Background: an optimization exercise with open tools, aiming at small area and a short achievable clock period. Do not read the settings as production practice.
Function was checked by simulation only, so behaviour that the tests miss may differ from the original.

File: design/flow/flow/run.sh
#!/bin/bash
set -euo pipefail
bash standard.sh SETUP_SLACK_MARGIN=${MARGIN:-6.0} finish > standard.log 2>&1
File: design/flow/standard.sh
#!/bin/bash
# synth_recipe.tcl (not shown) runs the flow's synth.tcl, then flattens the netlist and writes it again
# the make line also repeats each setting of config.mk as NAME=value (left out here)
make -C /OpenROAD-flow-scripts/flow DESIGN_CONFIG=/design/flow/config.mk WORK_HOME=/design/flow/orfs CLKGATE_MAP_FILE= SYNTH_SCRIPT=/design/flow/synth_recipe.tcl "${@:-finish}"
File: design/flow/config.mk
export PLATFORM = sky130hd
export DESIGN_NAME = matrix_multiplier
export DESIGN_NICKNAME = matrix_multiplier
export VERILOG_FILES = /design/flow/design.v
export SDC_FILE = /design/flow/constraint.sdc
export NUM_CORES = 4
export LEC_CHECK = 0
export CAP_MARGIN = 20
export CORE_MARGIN = 2
export CORE_UTILIZATION = 40
export CTS_BUF_LIST = sky130_fd_sc_hd__clkbuf_8
export CTS_CLUSTER_DIAMETER = 60
export CTS_CLUSTER_SIZE = 20
export SLEW_MARGIN = 20
export SYNTH_HIERARCHICAL = 1
export SYNTH_MINIMUM_KEEP_SIZE = 0
File: design/flow/constraint.sdc
create_clock -name core_clock -period 8.0 [get_ports {clk}]
set_input_delay 1.6000 -clock core_clock [delete_from_list [all_inputs] [get_ports {clk}]]
set_output_delay 1.6000 -clock core_clock [all_outputs]
set_load 0.01 [all_outputs]
File: design/flow/design.v
module matrix_multiplier (
    input clk,
    input reset,
    input start,
    input [7:0] in,
    output reg [15:0] o,
    output reg done
);
    reg        busy;
    reg [4:0]  cnt;           
    reg [7:0] ra [0:8];       
    reg [7:0] r0 [0:2];       
    reg [7:0] r1 [0:2];
    reg [7:0] r2 [0:2];
    wire load_a  = busy && cnt >= 5'd1  && cnt <= 5'd9;
    wire load_b0 = busy && cnt >= 5'd10 && cnt <= 5'd12;
    wire load_b1 = busy && cnt >= 5'd13 && cnt <= 5'd15;
    wire load_b2 = busy && cnt >= 5'd16 && cnt <= 5'd18;
    wire valid   = busy && cnt >= 5'd21 && cnt <= 5'd29;
    wire [7:0] in_n = ~in;    
    integer p;
    always @(posedge clk) begin
        ra[0] <= load_a ? in_n : ra[8];
        for (p = 1; p < 9; p = p + 1) ra[p] <= ra[p-1];
        r0[0] <= load_b0 ? in_n : r0[2];
        r1[0] <= load_b1 ? in_n : r1[2];
        r2[0] <= load_b2 ? in_n : r2[2];
        for (p = 1; p < 3; p = p + 1) begin
            r0[p] <= r0[p-1];
            r1[p] <= r1[p-1];
            r2[p] <= r2[p-1];
        end
    end
    reg [7:0] ha0;
    always @(posedge clk)
        if (busy && (cnt == 5'd17 || cnt == 5'd20 || cnt == 5'd23)) ha0 <= ra[6];
    wire [7:0] b0 = r0[1];    
    reg [7:0] ha1;
    always @(posedge clk)
        if (busy && (cnt == 5'd18 || cnt == 5'd21 || cnt == 5'd24)) ha1 <= ra[6];
    wire [7:0] b1 = r1[2];    
    reg [7:0] ha2;
    always @(posedge clk)
        if (busy && (cnt == 5'd19 || cnt == 5'd22 || cnt == 5'd25)) ha2 <= ra[6];
    wire [7:0] b2 = r2[0];    
    reg ha1e;
    always @(posedge clk)
        if (busy && (cnt == 5'd17 || cnt == 5'd20 || cnt == 5'd23)) ha1e <= ra[5][7];
    wire b1e = r1[1][0];
    wire s0_1 = ~(ha0[0] | b0[6]) ^ ~(ha0[1] | b0[5]);
    wire s0_2 = ~(ha0[0] | b0[6]) & ~(ha0[1] | b0[5]);
    wire s0_3, s0_4;
    fadd u_s0_3 (~(ha0[0] | b0[7]), ~(ha0[1] | b0[6]), ~(ha0[2] | b0[5]), s0_3, s0_4);
    wire s0_5, s0_6;
    fadd u_s0_5 (~(ha0[3] | b0[4]), ~(ha0[4] | b0[3]), ~(ha0[5] | b0[2]), s0_5, s0_6);
    wire s0_7, s0_8;
    fadd u_s0_7 (~(ha0[1] | b0[7]), ~(ha0[2] | b0[6]), ~(ha0[3] | b0[5]), s0_7, s0_8);
    wire s0_9 = ~(ha0[4] | b0[4]) ^ ~(ha0[5] | b0[3]);
    wire s0_10 = ~(ha0[4] | b0[4]) & ~(ha0[5] | b0[3]);
    wire s0_11, s0_12;
    fadd u_s0_11 (~(ha0[2] | b0[7]), ~(ha0[3] | b0[6]), ~(ha0[4] | b0[5]), s0_11, s0_12);
    wire s0_13 = ~(ha0[0] | b0[4]) ^ ~(ha0[1] | b0[3]);
    wire s0_14 = ~(ha0[0] | b0[4]) & ~(ha0[1] | b0[3]);
    wire s0_15, s0_16;
    fadd u_s0_15 (~(ha0[0] | b0[5]), ~(ha0[1] | b0[4]), ~(ha0[2] | b0[3]), s0_15, s0_16);
    wire s0_17 = ~(ha0[3] | b0[2]) ^ ~(ha0[4] | b0[1]);
    wire s0_18 = ~(ha0[3] | b0[2]) & ~(ha0[4] | b0[1]);
    wire s0_19, s0_20;
    fadd u_s0_19 (s0_1, ~(ha0[2] | b0[4]), ~(ha0[3] | b0[3]), s0_19, s0_20);
    wire s0_21, s0_22;
    fadd u_s0_21 (~(ha0[4] | b0[2]), ~(ha0[5] | b0[1]), ~(ha0[6] | b0[0]), s0_21, s0_22);
    wire s0_23, s0_24;
    fadd u_s0_23 (s0_2, s0_3, s0_5, s0_23, s0_24);
    wire s0_25, s0_26;
    fadd u_s0_25 (~(ha0[6] | b0[1]), ~(ha0[7] | b0[0]), ~(ha1e | b1e), s0_25, s0_26);
    wire s0_27, s0_28;
    fadd u_s0_27 (s0_4, s0_6, s0_7, s0_27, s0_28);
    wire s0_29, s0_30;
    fadd u_s0_29 (s0_9, ~(ha0[6] | b0[2]), ~(ha0[7] | b0[1]), s0_29, s0_30);
    wire s0_31, s0_32;
    fadd u_s0_31 (s0_8, s0_10, s0_11, s0_31, s0_32);
    wire s0_33, s0_34;
    fadd u_s0_33 (~(ha0[5] | b0[4]), ~(ha0[6] | b0[3]), ~(ha0[7] | b0[2]), s0_33, s0_34);
    wire s0_35, s0_36;
    fadd u_s0_35 (s0_12, ~(ha0[3] | b0[7]), ~(ha0[4] | b0[6]), s0_35, s0_36);
    wire s0_37, s0_38;
    fadd u_s0_37 (~(ha0[5] | b0[5]), ~(ha0[6] | b0[4]), ~(ha0[7] | b0[3]), s0_37, s0_38);
    wire s0_39, s0_40;
    fadd u_s0_39 (~(ha0[4] | b0[7]), ~(ha0[5] | b0[6]), ~(ha0[6] | b0[5]), s0_39, s0_40);
    wire s0_41 = ~(ha0[0] | b0[3]) ^ ~(ha0[1] | b0[2]);
    wire s0_42 = ~(ha0[0] | b0[3]) & ~(ha0[1] | b0[2]);
    wire s0_43, s0_44;
    fadd u_s0_43 (s0_13, ~(ha0[2] | b0[2]), ~(ha0[3] | b0[1]), s0_43, s0_44);
    wire s0_45, s0_46;
    fadd u_s0_45 (s0_14, s0_15, s0_17, s0_45, s0_46);
    wire s0_47, s0_48;
    fadd u_s0_47 (s0_16, s0_18, s0_19, s0_47, s0_48);
    wire s0_49, s0_50;
    fadd u_s0_49 (s0_20, s0_22, s0_23, s0_49, s0_50);
    wire s0_51, s0_52;
    fadd u_s0_51 (s0_24, s0_26, s0_27, s0_51, s0_52);
    wire s0_53, s0_54;
    fadd u_s0_53 (s0_28, s0_30, s0_31, s0_53, s0_54);
    wire s0_55, s0_56;
    fadd u_s0_55 (s0_32, s0_34, s0_35, s0_55, s0_56);
    wire s0_57, s0_58;
    fadd u_s0_57 (s0_36, s0_38, s0_39, s0_57, s0_58);
    wire s0_59, s0_60;
    fadd u_s0_59 (s0_40, ~(ha0[5] | b0[7]), ~(ha0[6] | b0[6]), s0_59, s0_60);
    wire s0_61 = ~(ha0[0] | b0[2]) ^ ~(ha0[1] | b0[1]);
    wire s0_62 = ~(ha0[0] | b0[2]) & ~(ha0[1] | b0[1]);
    wire s0_63, s0_64;
    fadd u_s0_63 (s0_41, ~(ha0[2] | b0[1]), ~(ha0[3] | b0[0]), s0_63, s0_64);
    wire s0_65, s0_66;
    fadd u_s0_65 (s0_42, s0_43, ~(ha0[4] | b0[0]), s0_65, s0_66);
    wire s0_67, s0_68;
    fadd u_s0_67 (s0_44, s0_45, ~(ha0[5] | b0[0]), s0_67, s0_68);
    wire s0_69, s0_70;
    fadd u_s0_69 (s0_46, s0_47, s0_21, s0_69, s0_70);
    wire s0_71, s0_72;
    fadd u_s0_71 (s0_48, s0_49, s0_25, s0_71, s0_72);
    wire s0_73, s0_74;
    fadd u_s0_73 (s0_50, s0_51, s0_29, s0_73, s0_74);
    wire s0_75, s0_76;
    fadd u_s0_75 (s0_52, s0_53, s0_33, s0_75, s0_76);
    wire s0_77, s0_78;
    fadd u_s0_77 (s0_54, s0_55, s0_37, s0_77, s0_78);
    wire s0_79, s0_80;
    fadd u_s0_79 (s0_56, s0_57, ~(ha0[7] | b0[4]), s0_79, s0_80);
    wire s0_81, s0_82;
    fadd u_s0_81 (s0_58, s0_59, ~(ha0[7] | b0[5]), s0_81, s0_82);
    wire s0_83, s0_84;
    fadd u_s0_83 (s0_60, ~(ha0[6] | b0[7]), ~(ha0[7] | b0[6]), s0_83, s0_84);
    reg q0_s0, q0_s1, q0_c1, q0_s2, q0_c2, q0_s3, q0_c3, q0_s4, q0_c4, q0_s5, q0_c5, q0_s6, q0_c6, q0_s7, q0_c7, q0_s8, q0_c8, q0_s9, q0_c9, q0_s10, q0_c10, q0_s11, q0_c11, q0_s12, q0_c12, q0_s13, q0_c13, q0_s14, q0_c14;
    always @(posedge clk) begin
        q0_s0 <= ~(ha0[0] | b0[0]);
        q0_s1 <= ~(ha0[0] | b0[1]);
        q0_c1 <= ~(ha0[1] | b0[0]);
        q0_s2 <= s0_61;
        q0_c2 <= ~(ha0[2] | b0[0]);
        q0_s3 <= s0_62;
        q0_c3 <= s0_63;
        q0_s4 <= s0_64;
        q0_c4 <= s0_65;
        q0_s5 <= s0_66;
        q0_c5 <= s0_67;
        q0_s6 <= s0_68;
        q0_c6 <= s0_69;
        q0_s7 <= s0_70;
        q0_c7 <= s0_71;
        q0_s8 <= s0_72;
        q0_c8 <= s0_73;
        q0_s9 <= s0_74;
        q0_c9 <= s0_75;
        q0_s10 <= s0_76;
        q0_c10 <= s0_77;
        q0_s11 <= s0_78;
        q0_c11 <= s0_79;
        q0_s12 <= s0_80;
        q0_c12 <= s0_81;
        q0_s13 <= s0_82;
        q0_c13 <= s0_83;
        q0_s14 <= s0_84;
        q0_c14 <= ~(ha0[7] | b0[7]);
    end
    wire s1_1 = ~(ha1[0] | b1[4]) ^ ~(ha1[1] | b1[3]);
    wire s1_2 = ~(ha1[0] | b1[4]) & ~(ha1[1] | b1[3]);
    wire s1_3, s1_4;
    fadd u_s1_3 (~(ha1[0] | b1[5]), ~(ha1[1] | b1[4]), ~(ha1[2] | b1[3]), s1_3, s1_4);
    wire s1_5 = ~(ha1[3] | b1[2]) ^ ~(ha1[4] | b1[1]);
    wire s1_6 = ~(ha1[3] | b1[2]) & ~(ha1[4] | b1[1]);
    wire s1_7, s1_8;
    fadd u_s1_7 (~(ha1[0] | b1[6]), ~(ha1[1] | b1[5]), ~(ha1[2] | b1[4]), s1_7, s1_8);
    wire s1_9, s1_10;
    fadd u_s1_9 (~(ha1[3] | b1[3]), ~(ha1[4] | b1[2]), ~(ha1[5] | b1[1]), s1_9, s1_10);
    wire s1_11 = ~(ha1[6] | b1[0]) ^ q0_s6;
    wire s1_12 = ~(ha1[6] | b1[0]) & q0_s6;
    wire s1_13, s1_14;
    fadd u_s1_13 (~(ha1[0] | b1[7]), ~(ha1[1] | b1[6]), ~(ha1[2] | b1[5]), s1_13, s1_14);
    wire s1_15, s1_16;
    fadd u_s1_15 (~(ha1[3] | b1[4]), ~(ha1[4] | b1[3]), ~(ha1[5] | b1[2]), s1_15, s1_16);
    wire s1_17, s1_18;
    fadd u_s1_17 (~(ha1[6] | b1[1]), q0_s7, q0_c7, s1_17, s1_18);
    wire s1_19, s1_20;
    fadd u_s1_19 (~(ha1[1] | b1[7]), ~(ha1[2] | b1[6]), ~(ha1[3] | b1[5]), s1_19, s1_20);
    wire s1_21, s1_22;
    fadd u_s1_21 (~(ha1[4] | b1[4]), ~(ha1[5] | b1[3]), ~(ha1[6] | b1[2]), s1_21, s1_22);
    wire s1_23, s1_24;
    fadd u_s1_23 (~(ha1[7] | b1[1]), q0_s8, q0_c8, s1_23, s1_24);
    wire s1_25, s1_26;
    fadd u_s1_25 (~(ha1[2] | b1[7]), ~(ha1[3] | b1[6]), ~(ha1[4] | b1[5]), s1_25, s1_26);
    wire s1_27, s1_28;
    fadd u_s1_27 (~(ha1[5] | b1[4]), ~(ha1[6] | b1[3]), ~(ha1[7] | b1[2]), s1_27, s1_28);
    wire s1_29 = q0_s9 ^ q0_c9;
    wire s1_30 = q0_s9 & q0_c9;
    wire s1_31, s1_32;
    fadd u_s1_31 (~(ha1[3] | b1[7]), ~(ha1[4] | b1[6]), ~(ha1[5] | b1[5]), s1_31, s1_32);
    wire s1_33, s1_34;
    fadd u_s1_33 (~(ha1[6] | b1[4]), ~(ha1[7] | b1[3]), q0_s10, s1_33, s1_34);
    wire s1_35, s1_36;
    fadd u_s1_35 (~(ha1[4] | b1[7]), ~(ha1[5] | b1[6]), ~(ha1[6] | b1[5]), s1_35, s1_36);
    wire s1_37 = ~(ha1[0] | b1[2]) ^ ~(ha1[1] | b1[1]);
    wire s1_38 = ~(ha1[0] | b1[2]) & ~(ha1[1] | b1[1]);
    wire s1_39, s1_40;
    fadd u_s1_39 (~(ha1[0] | b1[3]), ~(ha1[1] | b1[2]), ~(ha1[2] | b1[1]), s1_39, s1_40);
    wire s1_41 = ~(ha1[3] | b1[0]) ^ q0_s3;
    wire s1_42 = ~(ha1[3] | b1[0]) & q0_s3;
    wire s1_43, s1_44;
    fadd u_s1_43 (s1_1, ~(ha1[2] | b1[2]), ~(ha1[3] | b1[1]), s1_43, s1_44);
    wire s1_45, s1_46;
    fadd u_s1_45 (~(ha1[4] | b1[0]), q0_s4, q0_c4, s1_45, s1_46);
    wire s1_47, s1_48;
    fadd u_s1_47 (s1_2, s1_3, s1_5, s1_47, s1_48);
    wire s1_49, s1_50;
    fadd u_s1_49 (~(ha1[5] | b1[0]), q0_s5, q0_c5, s1_49, s1_50);
    wire s1_51, s1_52;
    fadd u_s1_51 (s1_4, s1_6, s1_7, s1_51, s1_52);
    wire s1_53, s1_54;
    fadd u_s1_53 (s1_9, s1_11, q0_c6, s1_53, s1_54);
    wire s1_55, s1_56;
    fadd u_s1_55 (s1_8, s1_10, s1_12, s1_55, s1_56);
    wire s1_57, s1_58;
    fadd u_s1_57 (s1_13, s1_15, s1_17, s1_57, s1_58);
    wire s1_59, s1_60;
    fadd u_s1_59 (s1_14, s1_16, s1_18, s1_59, s1_60);
    wire s1_61, s1_62;
    fadd u_s1_61 (s1_19, s1_21, s1_23, s1_61, s1_62);
    wire s1_63, s1_64;
    fadd u_s1_63 (s1_20, s1_22, s1_24, s1_63, s1_64);
    wire s1_65, s1_66;
    fadd u_s1_65 (s1_25, s1_27, s1_29, s1_65, s1_66);
    wire s1_67, s1_68;
    fadd u_s1_67 (s1_26, s1_28, s1_30, s1_67, s1_68);
    wire s1_69, s1_70;
    fadd u_s1_69 (s1_31, s1_33, q0_c10, s1_69, s1_70);
    wire s1_71, s1_72;
    fadd u_s1_71 (s1_32, s1_34, s1_35, s1_71, s1_72);
    wire s1_73, s1_74;
    fadd u_s1_73 (~(ha1[7] | b1[4]), q0_s11, q0_c11, s1_73, s1_74);
    wire s1_75, s1_76;
    fadd u_s1_75 (s1_36, ~(ha1[5] | b1[7]), ~(ha1[6] | b1[6]), s1_75, s1_76);
    wire s1_77, s1_78;
    fadd u_s1_77 (~(ha1[7] | b1[5]), q0_s12, q0_c12, s1_77, s1_78);
    wire s1_79, s1_80;
    fadd u_s1_79 (~(ha1[6] | b1[7]), ~(ha1[7] | b1[6]), q0_s13, s1_79, s1_80);
    wire s1_81 = ~(ha1[0] | b1[1]) ^ ~(ha1[1] | b1[0]);
    wire s1_82 = ~(ha1[0] | b1[1]) & ~(ha1[1] | b1[0]);
    wire s1_83, s1_84;
    fadd u_s1_83 (s1_37, ~(ha1[2] | b1[0]), q0_s2, s1_83, s1_84);
    wire s1_85, s1_86;
    fadd u_s1_85 (s1_38, s1_39, s1_41, s1_85, s1_86);
    wire s1_87, s1_88;
    fadd u_s1_87 (s1_40, s1_42, s1_43, s1_87, s1_88);
    wire s1_89, s1_90;
    fadd u_s1_89 (s1_44, s1_46, s1_47, s1_89, s1_90);
    wire s1_91, s1_92;
    fadd u_s1_91 (s1_48, s1_50, s1_51, s1_91, s1_92);
    wire s1_93, s1_94;
    fadd u_s1_93 (s1_52, s1_54, s1_55, s1_93, s1_94);
    wire s1_95, s1_96;
    fadd u_s1_95 (s1_56, s1_58, s1_59, s1_95, s1_96);
    wire s1_97, s1_98;
    fadd u_s1_97 (s1_60, s1_62, s1_63, s1_97, s1_98);
    wire s1_99, s1_100;
    fadd u_s1_99 (s1_64, s1_66, s1_67, s1_99, s1_100);
    wire s1_101, s1_102;
    fadd u_s1_101 (s1_68, s1_70, s1_71, s1_101, s1_102);
    wire s1_103, s1_104;
    fadd u_s1_103 (s1_72, s1_74, s1_75, s1_103, s1_104);
    wire s1_105, s1_106;
    fadd u_s1_105 (s1_76, s1_78, s1_79, s1_105, s1_106);
    wire s1_107, s1_108;
    fadd u_s1_107 (s1_80, ~(ha1[7] | b1[7]), q0_s14, s1_107, s1_108);
    wire s1_109 = s1_81 ^ q0_s1;
    wire s1_110 = s1_81 & q0_s1;
    wire s1_111, s1_112;
    fadd u_s1_111 (s1_82, s1_83, q0_c2, s1_111, s1_112);
    wire s1_113, s1_114;
    fadd u_s1_113 (s1_84, s1_85, q0_c3, s1_113, s1_114);
    wire s1_115, s1_116;
    fadd u_s1_115 (s1_86, s1_87, s1_45, s1_115, s1_116);
    wire s1_117, s1_118;
    fadd u_s1_117 (s1_88, s1_89, s1_49, s1_117, s1_118);
    wire s1_119, s1_120;
    fadd u_s1_119 (s1_90, s1_91, s1_53, s1_119, s1_120);
    wire s1_121, s1_122;
    fadd u_s1_121 (s1_92, s1_93, s1_57, s1_121, s1_122);
    wire s1_123, s1_124;
    fadd u_s1_123 (s1_94, s1_95, s1_61, s1_123, s1_124);
    wire s1_125, s1_126;
    fadd u_s1_125 (s1_96, s1_97, s1_65, s1_125, s1_126);
    wire s1_127, s1_128;
    fadd u_s1_127 (s1_98, s1_99, s1_69, s1_127, s1_128);
    wire s1_129, s1_130;
    fadd u_s1_129 (s1_100, s1_101, s1_73, s1_129, s1_130);
    wire s1_131, s1_132;
    fadd u_s1_131 (s1_102, s1_103, s1_77, s1_131, s1_132);
    wire s1_133, s1_134;
    fadd u_s1_133 (s1_104, s1_105, q0_c13, s1_133, s1_134);
    wire s1_135, s1_136;
    fadd u_s1_135 (s1_106, s1_107, q0_c14, s1_135, s1_136);
    reg q1_s0, q1_c0, q1_s1, q1_c1, q1_s2, q1_c2, q1_s3, q1_c3, q1_s4, q1_c4, q1_s5, q1_c5, q1_s6, q1_c6, q1_s7, q1_c7, q1_s8, q1_c8, q1_s9, q1_c9, q1_s10, q1_c10, q1_s11, q1_c11, q1_s12, q1_c12, q1_s13, q1_c13, q1_s14, q1_c14, q1_s15, q1_c15;
    always @(posedge clk) begin
        q1_s0 <= ~(ha1[0] | b1[0]);
        q1_c0 <= q0_s0;
        q1_s1 <= s1_109;
        q1_c1 <= q0_c1;
        q1_s2 <= s1_110;
        q1_c2 <= s1_111;
        q1_s3 <= s1_112;
        q1_c3 <= s1_113;
        q1_s4 <= s1_114;
        q1_c4 <= s1_115;
        q1_s5 <= s1_116;
        q1_c5 <= s1_117;
        q1_s6 <= s1_118;
        q1_c6 <= s1_119;
        q1_s7 <= s1_120;
        q1_c7 <= s1_121;
        q1_s8 <= s1_122;
        q1_c8 <= s1_123;
        q1_s9 <= s1_124;
        q1_c9 <= s1_125;
        q1_s10 <= s1_126;
        q1_c10 <= s1_127;
        q1_s11 <= s1_128;
        q1_c11 <= s1_129;
        q1_s12 <= s1_130;
        q1_c12 <= s1_131;
        q1_s13 <= s1_132;
        q1_c13 <= s1_133;
        q1_s14 <= s1_134;
        q1_c14 <= s1_135;
        q1_s15 <= s1_136;
        q1_c15 <= s1_108;
    end
    wire s2_1 = ~(ha2[0] | b2[4]) ^ ~(ha2[1] | b2[3]);
    wire s2_2 = ~(ha2[0] | b2[4]) & ~(ha2[1] | b2[3]);
    wire s2_3, s2_4;
    fadd u_s2_3 (~(ha2[0] | b2[5]), ~(ha2[1] | b2[4]), ~(ha2[2] | b2[3]), s2_3, s2_4);
    wire s2_5 = ~(ha2[3] | b2[2]) ^ ~(ha2[4] | b2[1]);
    wire s2_6 = ~(ha2[3] | b2[2]) & ~(ha2[4] | b2[1]);
    wire s2_7, s2_8;
    fadd u_s2_7 (~(ha2[0] | b2[6]), ~(ha2[1] | b2[5]), ~(ha2[2] | b2[4]), s2_7, s2_8);
    wire s2_9, s2_10;
    fadd u_s2_9 (~(ha2[3] | b2[3]), ~(ha2[4] | b2[2]), ~(ha2[5] | b2[1]), s2_9, s2_10);
    wire s2_11 = ~(ha2[6] | b2[0]) ^ q1_s6;
    wire s2_12 = ~(ha2[6] | b2[0]) & q1_s6;
    wire s2_13, s2_14;
    fadd u_s2_13 (~(ha2[0] | b2[7]), ~(ha2[1] | b2[6]), ~(ha2[2] | b2[5]), s2_13, s2_14);
    wire s2_15, s2_16;
    fadd u_s2_15 (~(ha2[3] | b2[4]), ~(ha2[4] | b2[3]), ~(ha2[5] | b2[2]), s2_15, s2_16);
    wire s2_17, s2_18;
    fadd u_s2_17 (~(ha2[6] | b2[1]), q1_s7, q1_c7, s2_17, s2_18);
    wire s2_19, s2_20;
    fadd u_s2_19 (~(ha2[1] | b2[7]), ~(ha2[2] | b2[6]), ~(ha2[3] | b2[5]), s2_19, s2_20);
    wire s2_21, s2_22;
    fadd u_s2_21 (~(ha2[4] | b2[4]), ~(ha2[5] | b2[3]), ~(ha2[6] | b2[2]), s2_21, s2_22);
    wire s2_23, s2_24;
    fadd u_s2_23 (~(ha2[7] | b2[1]), q1_s8, q1_c8, s2_23, s2_24);
    wire s2_25, s2_26;
    fadd u_s2_25 (~(ha2[2] | b2[7]), ~(ha2[3] | b2[6]), ~(ha2[4] | b2[5]), s2_25, s2_26);
    wire s2_27, s2_28;
    fadd u_s2_27 (~(ha2[5] | b2[4]), ~(ha2[6] | b2[3]), ~(ha2[7] | b2[2]), s2_27, s2_28);
    wire s2_29 = q1_s9 ^ q1_c9;
    wire s2_30 = q1_s9 & q1_c9;
    wire s2_31, s2_32;
    fadd u_s2_31 (~(ha2[3] | b2[7]), ~(ha2[4] | b2[6]), ~(ha2[5] | b2[5]), s2_31, s2_32);
    wire s2_33, s2_34;
    fadd u_s2_33 (~(ha2[6] | b2[4]), ~(ha2[7] | b2[3]), q1_s10, s2_33, s2_34);
    wire s2_35, s2_36;
    fadd u_s2_35 (~(ha2[4] | b2[7]), ~(ha2[5] | b2[6]), ~(ha2[6] | b2[5]), s2_35, s2_36);
    wire s2_37 = ~(ha2[0] | b2[2]) ^ ~(ha2[1] | b2[1]);
    wire s2_38 = ~(ha2[0] | b2[2]) & ~(ha2[1] | b2[1]);
    wire s2_39, s2_40;
    fadd u_s2_39 (~(ha2[0] | b2[3]), ~(ha2[1] | b2[2]), ~(ha2[2] | b2[1]), s2_39, s2_40);
    wire s2_41 = ~(ha2[3] | b2[0]) ^ q1_s3;
    wire s2_42 = ~(ha2[3] | b2[0]) & q1_s3;
    wire s2_43, s2_44;
    fadd u_s2_43 (s2_1, ~(ha2[2] | b2[2]), ~(ha2[3] | b2[1]), s2_43, s2_44);
    wire s2_45, s2_46;
    fadd u_s2_45 (~(ha2[4] | b2[0]), q1_s4, q1_c4, s2_45, s2_46);
    wire s2_47, s2_48;
    fadd u_s2_47 (s2_2, s2_3, s2_5, s2_47, s2_48);
    wire s2_49, s2_50;
    fadd u_s2_49 (~(ha2[5] | b2[0]), q1_s5, q1_c5, s2_49, s2_50);
    wire s2_51, s2_52;
    fadd u_s2_51 (s2_4, s2_6, s2_7, s2_51, s2_52);
    wire s2_53, s2_54;
    fadd u_s2_53 (s2_9, s2_11, q1_c6, s2_53, s2_54);
    wire s2_55, s2_56;
    fadd u_s2_55 (s2_8, s2_10, s2_12, s2_55, s2_56);
    wire s2_57, s2_58;
    fadd u_s2_57 (s2_13, s2_15, s2_17, s2_57, s2_58);
    wire s2_59, s2_60;
    fadd u_s2_59 (s2_14, s2_16, s2_18, s2_59, s2_60);
    wire s2_61, s2_62;
    fadd u_s2_61 (s2_19, s2_21, s2_23, s2_61, s2_62);
    wire s2_63, s2_64;
    fadd u_s2_63 (s2_20, s2_22, s2_24, s2_63, s2_64);
    wire s2_65, s2_66;
    fadd u_s2_65 (s2_25, s2_27, s2_29, s2_65, s2_66);
    wire s2_67, s2_68;
    fadd u_s2_67 (s2_26, s2_28, s2_30, s2_67, s2_68);
    wire s2_69, s2_70;
    fadd u_s2_69 (s2_31, s2_33, q1_c10, s2_69, s2_70);
    wire s2_71, s2_72;
    fadd u_s2_71 (s2_32, s2_34, s2_35, s2_71, s2_72);
    wire s2_73, s2_74;
    fadd u_s2_73 (~(ha2[7] | b2[4]), q1_s11, q1_c11, s2_73, s2_74);
    wire s2_75, s2_76;
    fadd u_s2_75 (s2_36, ~(ha2[5] | b2[7]), ~(ha2[6] | b2[6]), s2_75, s2_76);
    wire s2_77, s2_78;
    fadd u_s2_77 (~(ha2[7] | b2[5]), q1_s12, q1_c12, s2_77, s2_78);
    wire s2_79, s2_80;
    fadd u_s2_79 (~(ha2[6] | b2[7]), ~(ha2[7] | b2[6]), q1_s13, s2_79, s2_80);
    wire s2_81 = ~(ha2[0] | b2[1]) ^ ~(ha2[1] | b2[0]);
    wire s2_82 = ~(ha2[0] | b2[1]) & ~(ha2[1] | b2[0]);
    wire s2_83, s2_84;
    fadd u_s2_83 (s2_37, ~(ha2[2] | b2[0]), q1_s2, s2_83, s2_84);
    wire s2_85, s2_86;
    fadd u_s2_85 (s2_38, s2_39, s2_41, s2_85, s2_86);
    wire s2_87, s2_88;
    fadd u_s2_87 (s2_40, s2_42, s2_43, s2_87, s2_88);
    wire s2_89, s2_90;
    fadd u_s2_89 (s2_44, s2_46, s2_47, s2_89, s2_90);
    wire s2_91, s2_92;
    fadd u_s2_91 (s2_48, s2_50, s2_51, s2_91, s2_92);
    wire s2_93, s2_94;
    fadd u_s2_93 (s2_52, s2_54, s2_55, s2_93, s2_94);
    wire s2_95, s2_96;
    fadd u_s2_95 (s2_56, s2_58, s2_59, s2_95, s2_96);
    wire s2_97, s2_98;
    fadd u_s2_97 (s2_60, s2_62, s2_63, s2_97, s2_98);
    wire s2_99, s2_100;
    fadd u_s2_99 (s2_64, s2_66, s2_67, s2_99, s2_100);
    wire s2_101, s2_102;
    fadd u_s2_101 (s2_68, s2_70, s2_71, s2_101, s2_102);
    wire s2_103, s2_104;
    fadd u_s2_103 (s2_72, s2_74, s2_75, s2_103, s2_104);
    wire s2_105, s2_106;
    fadd u_s2_105 (s2_76, s2_78, s2_79, s2_105, s2_106);
    wire s2_107, s2_108;
    fadd u_s2_107 (s2_80, ~(ha2[7] | b2[7]), q1_s14, s2_107, s2_108);
    wire s2_109 = ~(ha2[0] | b2[0]) ^ q1_s0;
    wire s2_110 = ~(ha2[0] | b2[0]) & q1_s0;
    wire s2_111, s2_112;
    fadd u_s2_111 (s2_81, q1_s1, q1_c1, s2_111, s2_112);
    wire s2_113, s2_114;
    fadd u_s2_113 (s2_82, s2_83, q1_c2, s2_113, s2_114);
    wire s2_115, s2_116;
    fadd u_s2_115 (s2_84, s2_85, q1_c3, s2_115, s2_116);
    wire s2_117, s2_118;
    fadd u_s2_117 (s2_86, s2_87, s2_45, s2_117, s2_118);
    wire s2_119, s2_120;
    fadd u_s2_119 (s2_88, s2_89, s2_49, s2_119, s2_120);
    wire s2_121, s2_122;
    fadd u_s2_121 (s2_90, s2_91, s2_53, s2_121, s2_122);
    wire s2_123, s2_124;
    fadd u_s2_123 (s2_92, s2_93, s2_57, s2_123, s2_124);
    wire s2_125, s2_126;
    fadd u_s2_125 (s2_94, s2_95, s2_61, s2_125, s2_126);
    wire s2_127, s2_128;
    fadd u_s2_127 (s2_96, s2_97, s2_65, s2_127, s2_128);
    wire s2_129, s2_130;
    fadd u_s2_129 (s2_98, s2_99, s2_69, s2_129, s2_130);
    wire s2_131, s2_132;
    fadd u_s2_131 (s2_100, s2_101, s2_73, s2_131, s2_132);
    wire s2_133, s2_134;
    fadd u_s2_133 (s2_102, s2_103, s2_77, s2_133, s2_134);
    wire s2_135, s2_136;
    fadd u_s2_135 (s2_104, s2_105, q1_c13, s2_135, s2_136);
    wire s2_137, s2_138;
    fadd u_s2_137 (s2_106, s2_107, q1_c14, s2_137, s2_138);
    wire s2_139, s2_140;
    fadd u_s2_139 (s2_108, q1_s15, q1_c15, s2_139, s2_140);
    reg q2_s0, q2_c0, q2_s1, q2_c1, q2_s2, q2_c2, q2_s3, q2_c3, q2_s4, q2_c4, q2_s5, q2_c5, q2_s6, q2_c6, q2_s7, q2_c7, q2_s8, q2_c8, q2_s9, q2_c9, q2_s10, q2_c10, q2_s11, q2_c11, q2_s12, q2_c12, q2_s13, q2_c13, q2_s14, q2_c14, q2_s15, q2_c15, q2_x7;
    always @(posedge clk) begin
        q2_s0 <= s2_109;
        q2_c0 <= q1_c0;
        q2_s1 <= s2_110;
        q2_c1 <= s2_111;
        q2_s2 <= s2_112;
        q2_c2 <= s2_113;
        q2_s3 <= s2_114;
        q2_c3 <= s2_115;
        q2_s4 <= s2_116;
        q2_c4 <= s2_117;
        q2_s5 <= s2_118;
        q2_c5 <= s2_119;
        q2_s6 <= s2_120;
        q2_c6 <= s2_121;
        q2_s7 <= s2_122;
        q2_c7 <= s2_123;
        q2_s8 <= s2_124;
        q2_c8 <= s2_125;
        q2_s9 <= s2_126;
        q2_c9 <= s2_127;
        q2_s10 <= s2_128;
        q2_c10 <= s2_129;
        q2_s11 <= s2_130;
        q2_c11 <= s2_131;
        q2_s12 <= s2_132;
        q2_c12 <= s2_133;
        q2_s13 <= s2_134;
        q2_c13 <= s2_135;
        q2_s14 <= s2_136;
        q2_c14 <= s2_137;
        q2_s15 <= s2_138;
        q2_c15 <= s2_139;
        q2_x7 <= ~(ha2[7] | b2[0]);
    end
    wire [15:0] sum_s = {q2_s15, q2_s14, q2_s13, q2_s12, q2_s11, q2_s10, q2_s9, q2_s8, q2_s7, q2_s6, q2_s5, q2_s4, q2_s3, q2_s2, q2_s1, q2_s0};
    wire [15:0] sum_c = {q2_c15, q2_c14, q2_c13, q2_c12, q2_c11, q2_c10, q2_c9, q2_c8, q2_c7, q2_c6, q2_c5, q2_c4, q2_c3, q2_c2, q2_c1, q2_c0};
    wire [15:0] sum = sum_s + sum_c + {8'd0, q2_x7, 7'd0};
    always @(posedge clk or posedge reset) begin
        if (reset) begin
            busy <= 1'b0;
            cnt  <= 5'd0;
            o    <= 16'd0;
            done <= 1'b0;
        end else begin
            o    <= valid ? sum : 16'd0;
            done <= busy && (cnt == 5'd29 || cnt == 5'd30);
            if (busy) begin
                cnt <= cnt + 5'd1;
                if (cnt == 5'd30) busy <= 1'b0;
            end else if (start) begin
                busy <= 1'b1;
                cnt  <= 5'd1;
            end
        end
    end
endmodule
module fadd (input a, input b, input c, output s, output co);
    assign s  = a ^ b ^ c;
    assign co = (a & b) | (a & c) | (b & c);
endmodule
==> results of run 1 <==
[cells by family after synthesis]
family	count (synthesis)
AO/OA/AOI/OAI	83
XOR/XNOR	9
adder cells (fa/ha/maj)	215
buffers and inverters	75
flip-flops	286
multiplexers	11
AND/OR/NAND/NOR	284
[modules after synthesis, one instance, submodules excluded]
module,flip-flops and latches,cell area [um^2],copies in the design
fadd,0,20.02,158
matrix_multiplier,286,9030,1
[critical path, stage by stage, from the launching register on]
cell and delay [ns]:
edfxtp_1 0.48, buf_12 0.19, nor2_4 0.08, fa_2 0.44, fa_2 0.55, fa_2 0.44
fa_1 0.44
[cell type report]
cell class / instances / area [um^2]
clock buffer: 24 / 330.3
clock inverter: 18 / 206.4
fill: 2520 / 14620
inverter: 20 / 78.83
multi-input combinational: 602 / 6913
sequential: 286 / 6165
tap: 390 / 488.0
timing repair buffer: 99 / 999.7
[state kept, by name (all words and copies together), names as in the netlist, 5 cells and up]
register and flops:
cnt 5, ha0 8, ha1 8, ha2 8, o 16, r0 24, r1 24, r2 24
ra 72
[cell usage in the layout, fill, tap and decap left out, types with 3 or more instances in the layout]
master	n
buf_12	12
o21ai_2	9
edfxtp_1	25
buf_4	33
nor2_2	50
nand2b_1	6
o31ai_1	3
mux2i_1	11
nor2b_1	5
a21oi_2	4
dfxtp_1	215
inv_1	21
dfxtp_2	7
clkbuf_8	24
and2_1	4
inv_8	4
inv_6	3
buf_2	15
dlymetal6s2s_1	3
xnor2_1	6
o211ai_1	3
nand2_1	38
dfxtp_4	16
ha_4	15
nor2_4	59
buf_6	28
dfrtp_2	4
ha_1	38
fa_1	67
nand4_1	3
clkdlybuf4s50_1	6
a21oi_1	18
nor2_1	102
o21ai_0	26
fa_2	93
or3_1	3
xor2_1	3
dfrtp_1	19
[how the worst min path moves through the flow]
| stage | depth (start not counted) | to | slack [ns] |
|---|---|---|---|
| finish | 0 | r1[1][2] | 0.32 |
| detailed placement | 0 | r0[1][2] | 0.31 |
| global route | 0 | r1[1][2] | 0.33 |
| floorplan | 0 | q1_c0 | 0.31 |
| CTS | 0 | r1[1][2] | 0.32 |
| global placement | 0 | r0[1][6] | 0.31 |
[cell usage after synthesis (2+ instances only)]
master	n
o21ai_2	8
o31ai_1	3
and3_1	2
and2_1	4
nor3_1	2
nand3_1	2
a21o_1	4
inv_1	20
nor2b_1	5
dfrtp_1	23
clkbuf_1	48
o221ai_2	2
edfxtp_1	25
ha_1	55
fa_1	160
or3_1	3
xnor2_1	6
o21ai_0	28
nand2_1	38
dfxtp_1	238
buf_2	4
buf_4	2
nand2b_1	6
o21a_1	2
nand4_1	3
xor2_1	3
a21oi_1	22
nor2_1	211
o211ai_1	3
mux2i_1	11
[routing by layer]
layer	vias to the layer above	share of wire [%]
li1	3222	-
met1	3381	48
met2	114	47
met3	34	3.7
met4	0	2.2
met5	-	0
[what timing repair did]
| item | CTS | global route |
|---|---|---|
| setup endpoints to repair | 162 | 123 |
| buffers inserted | 56 | 16 |
| pin swaps | 96 | 60 |
| gates resized for setup | 212 | 66 |
| hold buffers | 0 | 0 |
[stage by stage]
step,area (um^2),worst slack [ns]
after floorplan,13050,5.438
after global placement,13260,5.150
after detailed placement,13260,5.120
after CTS,14760,5.284
after global routing,15180,5.182
final,15180,5.241
==> results.sh, run 1 <==
export IMPL_finalCritPeriodShare_pct=34.48
export IMPL_grt_pass1_wl_mm=38.83
export IMPL_dpl_hpwl_mm=17.05
export IMPL_via_per_inst=4.691
export IMPL_drt_total_wl_mm=23.95
export IMPL_crit_start="ha1[2]"
export IMPL_drcViolationCount=0
export IMPL_synth_simple_area_share_pct=9.513
export IMPL_grt_ovfl_total=0
export IMPL_synth_top_family_by_area="adder cells"
export IMPL_ys_seq_area_share_pct=49.95
export IMPL_path_clk_slew_ns=0.12
export IMPL_worstHoldPathType="flop to flop"
export IMPL_worst_r2r_path_depth=6
export IMPL_final_util_pct=50.95
export IMPL_synth_top_cell_area_share_pct=39.08
export IMPL_tightest_slew_ns=0.5409
export IMPL_tritoncts="built"
export IMPL_num_rows=63
export IMPL_crit_path_start_kind="flop"
export IMPL_grt_usage_pct=15.69
export IMPL_arrival_ns=3.20
export IMPL_first_iter_violations=294
export IMPL_gr_max_usage_layer="met2"
export IMPL_rr_endpoint="q1_c6"
export IMPL_insertion_delay_ns=0.59
export IMPL_synth_adder_area_share_pct=31.91
export IMPL_hold_ws_ns=0.3185
export IMPL_clockBufferDepth=3
export IMPL_antenna_found_initial=0
export IMPL_critPathKind="flop to flop"
export IMPL_syn_area_um2=12190
export IMPL_finalClockSkew_ns=0.04719
export IMPL_ff2ff_setup_slack_ns=5.24
export IMPL_layout_drive_gt1_share_pct=38.80
export IMPL_synth_flop_cell="dfxtp_1"
export IMPL_synth_seq_cells=286
export IMPL_htree_levels=1
export IMPL_hold_violations=0
export IMPL_ios=28
export IMPL_critPathCaptureType="flop"
export IMPL_use_met2_pct=25.53
export IMPL_fp_dieW_um=178.6
export IMPL_cap_violations=0
export IMPL_synth_compound_area_share_pct=4.597
export IMPL_io_buffers=27
export IMPL_instances_no_fill=1439
export IMPL_wire_per_inst_um=16.64
export IMPL_syn_num_nets=1189
export IMPL_vias=6751
export IMPL_async_reset_ff_share_pct=8.042
export IMPL_synth_area_leaders="dfxtp_1, fa_1, nor2_1"
export IMPL_gp_congestion=0.8778
export IMPL_antenna_cells=0
export IMPL_max_freq_ghz=0.3625
export IMPL_rsz0062_at_grt="true"
export IMPL_final_nets=1258
export IMPL_max_slew_margin_pct=63.87
export IMPL_yosysTopAreaCell="dfxtp_1"
export IMPL_placed_cells=1325
export IMPL_tns_ns=0
export IMPL_drtAntennaViolNets=0
export IMPL_setup_viol=0
export IMPL_coreArea_um2=29800
export IMPL_root_buffer="clkbuf_8"
export IMPL_start_util_pct=40.92
export IMPL_crit_end="q1_c6"
export IMPL_post_synth_mux_area_share_pct=0.9030
export IMPL_ys_warn_count=11
export IMPL_area_growth_pct=24.50
export IMPL_finalCriticalPeriod_ns=2.759
export IMPL_r2r_start="ha1[2]"
export IMPL_synth_distinct_cells=50
export IMPL_crit_fanout=6
export IMPL_syn_inst=963
export IMPL_hp_start="r1[0][2]"
export IMPL_drv_slew=0
export IMPL_use_met1_pct=21.94
export IMPL_cp_required_ns=8.44
export IMPL_synth_avg_cell_area_um2=12.66
export IMPL_floorplan_die_area_um2=31890
export IMPL_yosys_area_share_xor_xnor_pct=0.6465
export IMPL_clock_sinks=286
export IMPL_die_h_um=178.6
export IMPL_met3_usage_pct=2.451
export IMPL_numCtsBuffers=23
export IMPL_grt_pass1_vias=7250
export IMPL_status="complete, no violations"
export IMPL_grt_max_degree=24
export IMPL_synth_edf_count=25
export IMPL_dr_pass1_iters=4
==> run 2: changes to the inputs <==
==> design/flow/flow/run.sh (replaced) <==
#!/bin/bash
set -euo pipefail
bash standard.sh SETUP_SLACK_MARGIN=5.25 TNS_END_PERCENT=5 \
    "BUFFER_PORTS_ARGS=-buffer_cell sky130_fd_sc_hd__buf_2" finish > standard.log 2>&1
==> run 2 against run 1 <==
  * Still clean
  * Cell area down 12%
  * Non-clock buffer count fell by 56
  * Flip-flop and latch count is the same
  * Count of clock-buffer cells in the layout down 1
  * Via count is 4.4% lower
  * Wire length is 9.1% lower
  * Largest cell class is now sequential cells
==> results.sh, run 2 <==
export IMPL_fp_dieW_um=178.6
export IMPL_htree_levels=1
export IMPL_syn_area_um2=12190
export IMPL_synth_area_leaders="dfxtp_1, fa_1, nor2_1"
export IMPL_synth_seq_cells=286
export IMPL_synth_distinct_cells=50
export IMPL_io_buffers=27
export IMPL_drcViolationCount=0
export IMPL_synth_flop_cell="dfxtp_1"
export IMPL_pre_cts_slack_ns=5.191
export IMPL_wire_per_inst_um=15.77
export IMPL_insertion_delay_ns=0.56
export IMPL_drtAntennaViolNets=0
export IMPL_synth_top_cell_area_share_pct=39.08
export IMPL_status="complete, no violations"
export IMPL_cp_required_ns=8.43
export IMPL_first_iter_violations=346
export IMPL_grt_max_degree=24
export IMPL_yosysMostFrequentCell="dfxtp_1"
export IMPL_async_reset_ff_share_pct=8.042
export IMPL_start_util_pct=40.92
export IMPL_regMostFlops="ra"
export IMPL_setup_viol=0
export IMPL_grt_usage_pct=14.67
export IMPL_layout_drive_gt1_share_pct=14.55
export IMPL_gp_congestion=0.8229
export IMPL_clockBufferDepth=3
export IMPL_final_util_pct=44.69
export IMPL_arrival_ns=3.22
export IMPL_synth_edf_count=25
export IMPL_syn_inst=963
export IMPL_syn_num_nets=1189
export IMPL_tritoncts="built"
export IMPL_floorplan_die_area_um2=31890
export IMPL_cts_hold_buf=0
export IMPL_final_common_cell="dfxtp_1"
export IMPL_finalCritPeriodShare_pct=34.87
export IMPL_final_nets=1201
export IMPL_drv_slew=0
export IMPL_dpl_hpwl_mm=16.52
export IMPL_tns_ns=0
export IMPL_num_rows=63
export IMPL_critPathCaptureType="flop"
export IMPL_yosysTopAreaCell="dfxtp_1"
export IMPL_synthTopCellsByCount="dfxtp_1, nor2_1, fa_1"
export IMPL_crit_path_start_kind="flop"
export IMPL_hold_violations=0
export IMPL_dr_pass1_iters=4
export IMPL_synth_avg_cell_area_um2=12.66
export IMPL_antenna_found_initial=0
export IMPL_finalCriticalPeriod_ns=2.790
export IMPL_grt_pass1_wl_mm=36.69
export IMPL_path_clk_slew_ns=0.12
export IMPL_tightest_slew_ns=0.8692
export IMPL_ios=28
export IMPL_vias=6452
export IMPL_ys_seq_area_share_pct=49.95
export IMPL_max_freq_ghz=0.3585
export IMPL_cap_violations=0
export IMPL_coreArea_um2=29800
export IMPL_finalClockSkew_ns=0.02919
export IMPL_clock_sinks=286
export IMPL_worstHoldPathType="flop to flop"
export IMPL_antenna_cells=0
export IMPL_largest_register_ffs=72
export IMPL_rsz0062_at_grt="true"
export IMPL_max_slew_margin_pct=41.99
export IMPL_root_buffer="clkbuf_8"
export IMPL_grt_ovfl_total=0
export IMPL_area_growth_pct=9.215
export IMPL_fin_ws_ns=5.210
export IMPL_mostFrequentLayoutCells="dfxtp_1, nor2_1, fa_1, ha_1, nand2_1"
export IMPL_via_per_inst=4.675
export IMPL_numCtsBuffers=22
export IMPL_grt_pass1_vias=7008
export IMPL_drt_total_wl_mm=21.77
export IMPL_die_h_um=178.6
export IMPL_crit_fanout=4
export IMPL_critPathKind="flop to flop"
export IMPL_ys_warn_count=11
## run 2: cell counts after synthesis
Identical to the previous run, type by type.
## run 2: layout make-up
cell class | count | area (um^2)
repair buffers | 43 | 255.2
well taps | 390 | 488.0
flip-flops and latches | 286 | 6107
fillers | 2750 | 16480
multi-input cells | 602 | 5887
clock buffers | 23 | 316.6
inverters | 20 | 75.07
clock inverters | 16 | 187.7
## run 2: per-stage QoR
stage	area, um^2	instances	hold WS (ns)
6_report	13320	1380	0.3031
2_1_floorplan	12190	963	0.3096
3_5_place_dp	12600	1326	0.3121
4_1_cts	13160	1369	0.3130
5_1_grt	13320	1380	0.3067
3_3_place_gp	12600	1326	0.3099
## run 2: cell families (layout without fill, tap and decap cells)
family	Yosys count	count (layout)	share of synthesized area, %
mux	11	11	0.9031
xor+xnor	9	9	0.6465
simple gates	284	284	9.513
flops	286	286	49.95
fa+ha+maj	215	215	31.91
compound gates	83	83	4.597
buf+inv	75	102	2.473
## run 2: path summary, 6_finish.rpt
check                           cells past startpoint        to  slack [ns]      from
worst max-delay path                                6    q0_c10        5.21    ha0[4]
worst min-delay path                                0  r1[2][7]        0.30  r1[1][7]
worst max register to register                      6    q0_c10        5.21    ha0[4]
worst min register to register                      0  r1[2][7]        0.30  r1[1][7]
max in group asynchronous                           2      o[6]        6.25     reset
min in group asynchronous                           2      o[1]        1.20     reset
## run 2: modules after synthesis, one instance, submodules excluded
module             cells inside  cell area (um^2)  flip-flops and latches  copies in the design
fadd                          1             20.02                       0                   158
matrix_multiplier           805              9030                     286                     1
## run 2: timing repair
item,4_1_cts,5_1_grt
endpoints found under the setup margin,14,44
buffers inserted,4,11
resized for setup,11,34
pin swaps,0,13
## run 2: metal layers
layer	vias up	part of all wire (%)	GRT usage, %	wire length, um
met3	38	4.2	2.067	914
met5	-	0	0	0
li1	3080	-	-	-
met1	3213	47	20.55	10340
met4	0	2.5	4.709	546
met2	121	46	23.60	9967
## run 2: worst max-delay path: stages (launching register included)
cell and delay [ns]:
edfxtp_1 0.51, buf_4 0.20, nor2_2 0.11, fa_1 0.45, fa_1 0.41, fa_1 0.58, fa_1 0.41
==> run 3: changes to the inputs <==
==> design/flow/flow/run.sh (replaced) <==
#!/bin/bash
set -euo pipefail
bash standard.sh SETUP_SLACK_MARGIN=5.25 TNS_END_PERCENT=5 MATCH_CELL_FOOTPRINT=0 \
    "BUFFER_PORTS_ARGS=-buffer_cell sky130_fd_sc_hd__buf_2" finish > standard.log 2>&1
==> run 3 against run 2 <==
  * Area after synthesis stayed put
  * Via count stayed put
  * Global-route usage stayed put
  * Cell count stayed put
  * Register-to-register slack hardly changed
  * Worst hold slack stayed put
  * Count of clock-buffer cells in the layout stayed put
  * Synthesized cell count stayed put
  * Flip-flop and latch count stayed put
  * Clock skew stayed put
==> results.sh, run 3 <==
export IMPL_status="complete, no violations"
export IMPL_tritoncts="built"
export IMPL_syn_num_nets=1189
export IMPL_largest_register_ffs=72
export IMPL_vias=6452
export IMPL_mostFrequentLayoutCells="dfxtp_1, nor2_1, fa_1, ha_1, nand2_1"
export IMPL_grt_pass1_wl_mm=36.69
export IMPL_clock_sinks=286
export IMPL_root_buffer="clkbuf_8"
export IMPL_first_iter_violations=346
export IMPL_hold_violations=0
export IMPL_ys_warn_count=11
export IMPL_fp_dieW_um=178.6
export IMPL_worst_r2r_path_depth=6
export IMPL_ys_seq_area_share_pct=49.95
export IMPL_synth_avg_cell_area_um2=12.66
export IMPL_die_h_um=178.6
export IMPL_synth_area_leaders="dfxtp_1, fa_1, nor2_1"
export IMPL_r2r_start="ha0[4]"
export IMPL_fin_area_um2=13320
export IMPL_ff2ff_setup_slack_ns=5.21
export IMPL_antenna_cells=0
export IMPL_synthTopCellsByCount="dfxtp_1, nor2_1, fa_1"
export IMPL_finalClockSkew_ns=0.02919
export IMPL_rr_endpoint="q0_c10"
export IMPL_drv_slew=0
export IMPL_fin_ws_ns=5.210
export IMPL_syn_inst=963
export IMPL_layout_drive_gt1_share_pct=14.55
export IMPL_synth_top_cell_area_share_pct=39.08
export IMPL_final_util_pct=44.69
export IMPL_async_reset_ff_share_pct=8.042
export IMPL_dr_pass1_iters=4
export IMPL_critPathCaptureType="flop"
export IMPL_whs_path_depth=0
export IMPL_critPathKind="flop to flop"
export IMPL_setup_viol=0
export IMPL_cap_violations=0
export IMPL_max_freq_ghz=0.3585
export IMPL_crit_fanout=4
export IMPL_htree_levels=1
export IMPL_drtAntennaViolNets=0
export IMPL_finalCriticalPeriod_ns=2.790
export IMPL_dpl_hpwl_mm=16.52
export IMPL_placed_cells=1326
export IMPL_worstHoldPathType="flop to flop"
export IMPL_coreArea_um2=29800
export IMPL_pre_cts_slack_ns=5.191
export IMPL_grt_max_degree=24
export IMPL_hold_ws_ns=0.3031
export IMPL_cp_required_ns=8.43
export IMPL_grt_pass1_vias=7008
export IMPL_insertion_delay_ns=0.56
export IMPL_num_rows=63
export IMPL_via_per_inst=4.675
export IMPL_floorplan_die_area_um2=31890
export IMPL_crit_path_start_kind="flop"
export IMPL_numCtsBuffers=22
export IMPL_start_util_pct=40.92
export IMPL_rsz0062_at_grt="true"
export IMPL_yosysTopAreaCell="dfxtp_1"
export IMPL_path_clk_slew_ns=0.12
export IMPL_antenna_found_initial=0
export IMPL_ios=28
export IMPL_synth_flop_cell="dfxtp_1"
export IMPL_instances_no_fill=1380
export IMPL_clockBufferDepth=3
export IMPL_max_slew_margin_pct=41.99
export IMPL_grt_ovfl_total=0
export IMPL_syn_area_um2=12190
export IMPL_gp_congestion=0.8229
export IMPL_wire_per_inst_um=15.77
export IMPL_placed_area_um2=12600
export IMPL_synth_edf_count=25
export IMPL_drt_total_wl_mm=21.77
export IMPL_regMostFlops="ra"
export IMPL_final_nets=1201
export IMPL_yosysMostFrequentCell="dfxtp_1"
export IMPL_finalCritPeriodShare_pct=34.87
export IMPL_hp_start="r1[1][7]"
export IMPL_synth_seq_cells=286
export IMPL_min_to="r1[2][7]"
export IMPL_arrival_ns=3.22
export IMPL_synth_distinct_cells=50
export IMPL_tightest_slew_ns=0.8692
export IMPL_drcViolationCount=0
export IMPL_grt_usage_pct=14.67
export IMPL_final_common_cell="dfxtp_1"
export IMPL_tns_ns=0
export IMPL_area_growth_pct=9.215
export IMPL_io_buffers=27
-- run 3: cell counts after synthesis --
No cell type changed its count.
-- run 3: cell families after synthesis --
logic type               count (synthesis)  synth area share, %
flip-flops                             286                49.95
AND/OR/NAND/NOR                        284                9.513
adder cells (fa/ha/maj)                215                31.91
AO/OA/AOI/OAI                           83                4.597
buffers and inverters                   75                2.473
multiplexers                            11               0.9031
XOR/XNOR                                 9               0.6465
-- run 3: metal layers --
| metal | vias up | share of wire [%] | GRT usage [%] |
|---|---|---|---|
| li1 | 3080 | - | - |
| met1 | 3213 | 47 | 20.55 |
| met2 | 121 | 46 | 23.60 |
| met3 | 38 | 4.2 | 2.067 |
| met4 | 0 | 2.5 | 4.709 |
| met5 | - | 0 | 0 |
-- run 3: per-module statistics from Yosys (local to each module, per instance) --
module,cells,flops+latches,copies in the design,area (um^2)
matrix_multiplier,805,286,1,9030
fadd,1,0,158,20.02
-- run 3: worst max path at each step --
stage	from	endpoint	slack, ns
2_1_floorplan	ha0[0]	q0_c7	5.35
3_3_place_gp	r1[2][4]	q1_c6	5.24
3_5_place_dp	r2[0][4]	q2_c6	5.19
4_1_cts	ha0[0]	q0_c7	5.24
5_1_grt	ha2[5]	q2_c7	5.15
6_report	ha0[4]	q0_c10	5.21
-- run 3: final cells by class --
| cell class | instances | area, um^2 |
|---|---|---|
| clock buffers | 23 | 316.6 |
| well taps | 390 | 488.0 |
| multi-input cells | 602 | 5887 |
| clock inverters | 16 | 187.7 |
| flip-flops and latches | 286 | 6107 |
| inverters | 20 | 75.07 |
| repair buffers | 43 | 255.2 |
| fillers | 2750 | 16480 |
-- run 3: what timing repair did --
action                                  in CTS  in global routing
hold endpoints to repair                     0                  0
setup buffers                                4                 11
endpoints found under the setup margin      14                 44
hold buffers                                 0                  0
gates resized for setup                     11                 34
pin swaps                                    0                 13
-- run 3: critical path, cell delays in order (launching register included) --
cell and delay, ns:
edfxtp_1 0.51, buf_4 0.20, nor2_2 0.11, fa_1 0.45, fa_1 0.41, fa_1 0.58
fa_1 0.41
==> run 4: changes to the inputs <==
==> design/flow/flow/run.sh (replaced) <==
#!/bin/bash
set -euo pipefail
bash standard.sh SETUP_SLACK_MARGIN=5.4 TNS_END_PERCENT=5 MATCH_CELL_FOOTPRINT=0 \
    "BUFFER_PORTS_ARGS=-buffer_cell sky130_fd_sc_hd__buf_2" finish > standard.log 2>&1
==> run 4 against run 3 <==
  * Still clean
  * Critical endpoint is now q2_c5
  * Area after synthesis did not move
  * Global-route usage grew 0.23 points
  * Critical path type unchanged
  * First-iteration DRC count decreased by 4.6%
  * Clock skew up 0.0013 ns
  * Critical path depth is 1 lower
  * Count of clock-buffer cells in the layout unchanged
==> results.sh, run 4 <==
export IMPL_status="complete, no violations"
export IMPL_syn_inst=963
export IMPL_crit_fanout=6
export IMPL_cp_required_ns=8.45
export IMPL_clock_sinks=286
export IMPL_coreArea_um2=29800
export IMPL_ys_warn_count=11
export IMPL_rsz0062_at_grt="true"
export IMPL_synth_distinct_cells=50
export IMPL_critPathCaptureType="flop"
export IMPL_final_nets=1205
export IMPL_finalClockSkew_ns=0.03051
export IMPL_io_buffers=27
export IMPL_yosysMostFrequentCell="dfxtp_1"
export IMPL_tns_ns=0
export IMPL_synth_avg_cell_area_um2=12.66
export IMPL_dr_pass1_iters=4
export IMPL_max_slew_margin_pct=41.83
export IMPL_finalCriticalPeriod_ns=2.759
export IMPL_drcViolationCount=0
export IMPL_area_growth_pct=9.585
export IMPL_synthTopCellsByCount="dfxtp_1, nor2_1, fa_1"
export IMPL_regMostFlops="ra"
export IMPL_ios=28
export IMPL_first_iter_violations=330
export IMPL_finalCritPeriodShare_pct=34.48
export IMPL_dpl_hpwl_mm=16.52
export IMPL_numCtsBuffers=22
export IMPL_max_freq_ghz=0.3625
export IMPL_synth_area_leaders="dfxtp_1, fa_1, nor2_1"
export IMPL_insertion_delay_ns=0.57
export IMPL_grt_pass1_wl_mm=37.17
export IMPL_fin_ws_ns=5.241
export IMPL_gp_congestion=0.8229
export IMPL_ff2ff_setup_slack_ns=5.24
export IMPL_synth_top_cell_area_share_pct=39.08
export IMPL_setup_viol=0
export IMPL_pre_cts_slack_ns=5.191
export IMPL_mostFrequentLayoutCells="dfxtp_1, nor2_1, fa_1, ha_1, nand2_1"
export IMPL_floorplan_die_area_um2=31890
export IMPL_whs_path_depth=0
export IMPL_die_h_um=178.6
export IMPL_worstHoldPathType="flop to flop"
export IMPL_synth_seq_cells=286
export IMPL_syn_area_um2=12190
export IMPL_grt_usage_pct=14.90
export IMPL_drtAntennaViolNets=0
export IMPL_hp_start="r1[1][7]"
export IMPL_start_util_pct=40.92
export IMPL_tightest_slew_ns=0.8715
export IMPL_drt_total_wl_mm=22.09
export IMPL_final_common_cell="dfxtp_1"
export IMPL_r2r_start="ha2[2]"
export IMPL_syn_num_nets=1189
export IMPL_crit_path_start_kind="flop"
export IMPL_drv_slew=0
export IMPL_ys_seq_area_share_pct=49.95
export IMPL_worst_r2r_path_depth=5
export IMPL_synth_flop_cell="dfxtp_1"
export IMPL_vias=6474
export IMPL_fp_dieW_um=178.6
export IMPL_largest_register_ffs=72
export IMPL_synth_edf_count=25
export IMPL_yosysTopAreaCell="dfxtp_1"
export IMPL_grt_max_degree=24
export IMPL_cts_hold_buf=0
export IMPL_antenna_found_initial=0
export IMPL_grt_ovfl_total=0
export IMPL_root_buffer="clkbuf_8"
export IMPL_min_to="r1[2][7]"
export IMPL_arrival_ns=3.21
export IMPL_hold_violations=0
export IMPL_final_util_pct=44.84
export IMPL_clockBufferDepth=3
export IMPL_antenna_cells=0
export IMPL_num_rows=63
export IMPL_tritoncts="built"
export IMPL_wire_per_inst_um=15.96
export IMPL_layout_drive_gt1_share_pct=15.49
export IMPL_async_reset_ff_share_pct=8.042
export IMPL_via_per_inst=4.678
export IMPL_critPathKind="flop to flop"
export IMPL_rr_endpoint="q2_c5"
export IMPL_grt_pass1_vias=7073
export IMPL_cap_violations=0
export IMPL_path_clk_slew_ns=0.12
export IMPL_htree_levels=1
==> run 4: Yosys stat by module (local to each module, per instance) <==
module,cells inside,flip-flops and latches
matrix_multiplier,805,286
fadd,1,0
==> run 4: critical path, cell delays in order, from the launching register on <==
cell,delay [ns]
edfxtp_1,0.57
nor2_2,0.10
fa_1,0.54
fa_2,0.45
fa_2,0.58
fa_1,0.40
==> run 4: stage by stage <==
step / cell area, um^2 / cells / hold slack (ns)
2_1_floorplan: 12190 / 963 / 0.3096
3_3_place_gp: 12600 / 1326 / 0.3099
3_5_place_dp: 12600 / 1326 / 0.3121
4_1_cts: 13270 / 1381 / 0.3063
5_1_grt: 13360 / 1384 / 0.3068
6_report: 13360 / 1384 / 0.3028
==> run 4: cell type report <==
class,instances,area (um^2)
multi-input combinational,602,5902
sequential,286,6107
timing repair buffer,47,285.3
inverter,20,75.07
clock inverter,16,187.7
tap,390,488.0
fill,2736,16430
clock buffer,23,316.6
==> run 4: logic make-up after synthesis <==
group	share of synthesized area, %
simple gates	9.513
mux	0.9031
compound gates	4.597
xor+xnor	0.6465
flops	49.95
fa+ha+maj	31.91
buf+inv	2.473
==> run 4: timing repair <==
item                                    CTS  global route
pin swaps                                 1             9
setup buffers                            16             3
gates resized for setup                  21            30
endpoints found under the setup margin   71            77
==> run 4: how the worst max path moves through the flow <==
stage | startpoint | to | slack (ns)
final | ha2[2] | q2_c5 | 5.24
after global routing | ha2[1] | q2_c8 | 5.18
after CTS | o[15] | o[15] | 5.26
after detailed placement | r2[0][4] | q2_c6 | 5.19
after global placement | r1[2][4] | q1_c6 | 5.24
after floorplan | ha0[0] | q0_c7 | 5.35
==> run 4: metal layers <==
layer	share of wire [%]	vias to the layer above	routed length (um)	track usage [%]
met3	4.6	43	1016	2.280
met5	0	-	0	0
met4	2.6	0	569	4.573
met1	47	3220	10340	20.56
met2	46	121	10160	24.29
li1	-	3090	-	-

==> separate check: timing with driven ports <==
The flow's constraints put no driver on any port. The routed layouts listed below were extracted and timed again, unchanged, in two steps.
Step 1 assumes that a clkbuf_16 drives the clock port and a buf_2 every other input.
Step 2, shift: input delay + t, output delay - t, t = (earliest + latest rising clock arrival at the registers) / 2. This alone moves slack from input paths to output paths.
a / b / c = ideal / step 1 / step 2; a / b = the first two.
run | t, ns | setup WS [ns] | clock arrival spread, ns
run 1 | 0.605 | 5.241 / 5.241 / 5.241 | 0.048 / 0.047
run 2 | 0.585 | 5.210 / 5.210 / 5.210 | 0.045 / 0.045
run 3 | 0.585 | 5.210 / 5.210 / 5.210 | 0.045 / 0.045
run 4 | 0.586 | 5.241 / 5.241 / 5.241 | 0.045 / 0.046
After both steps every run listed still meets setup and hold.
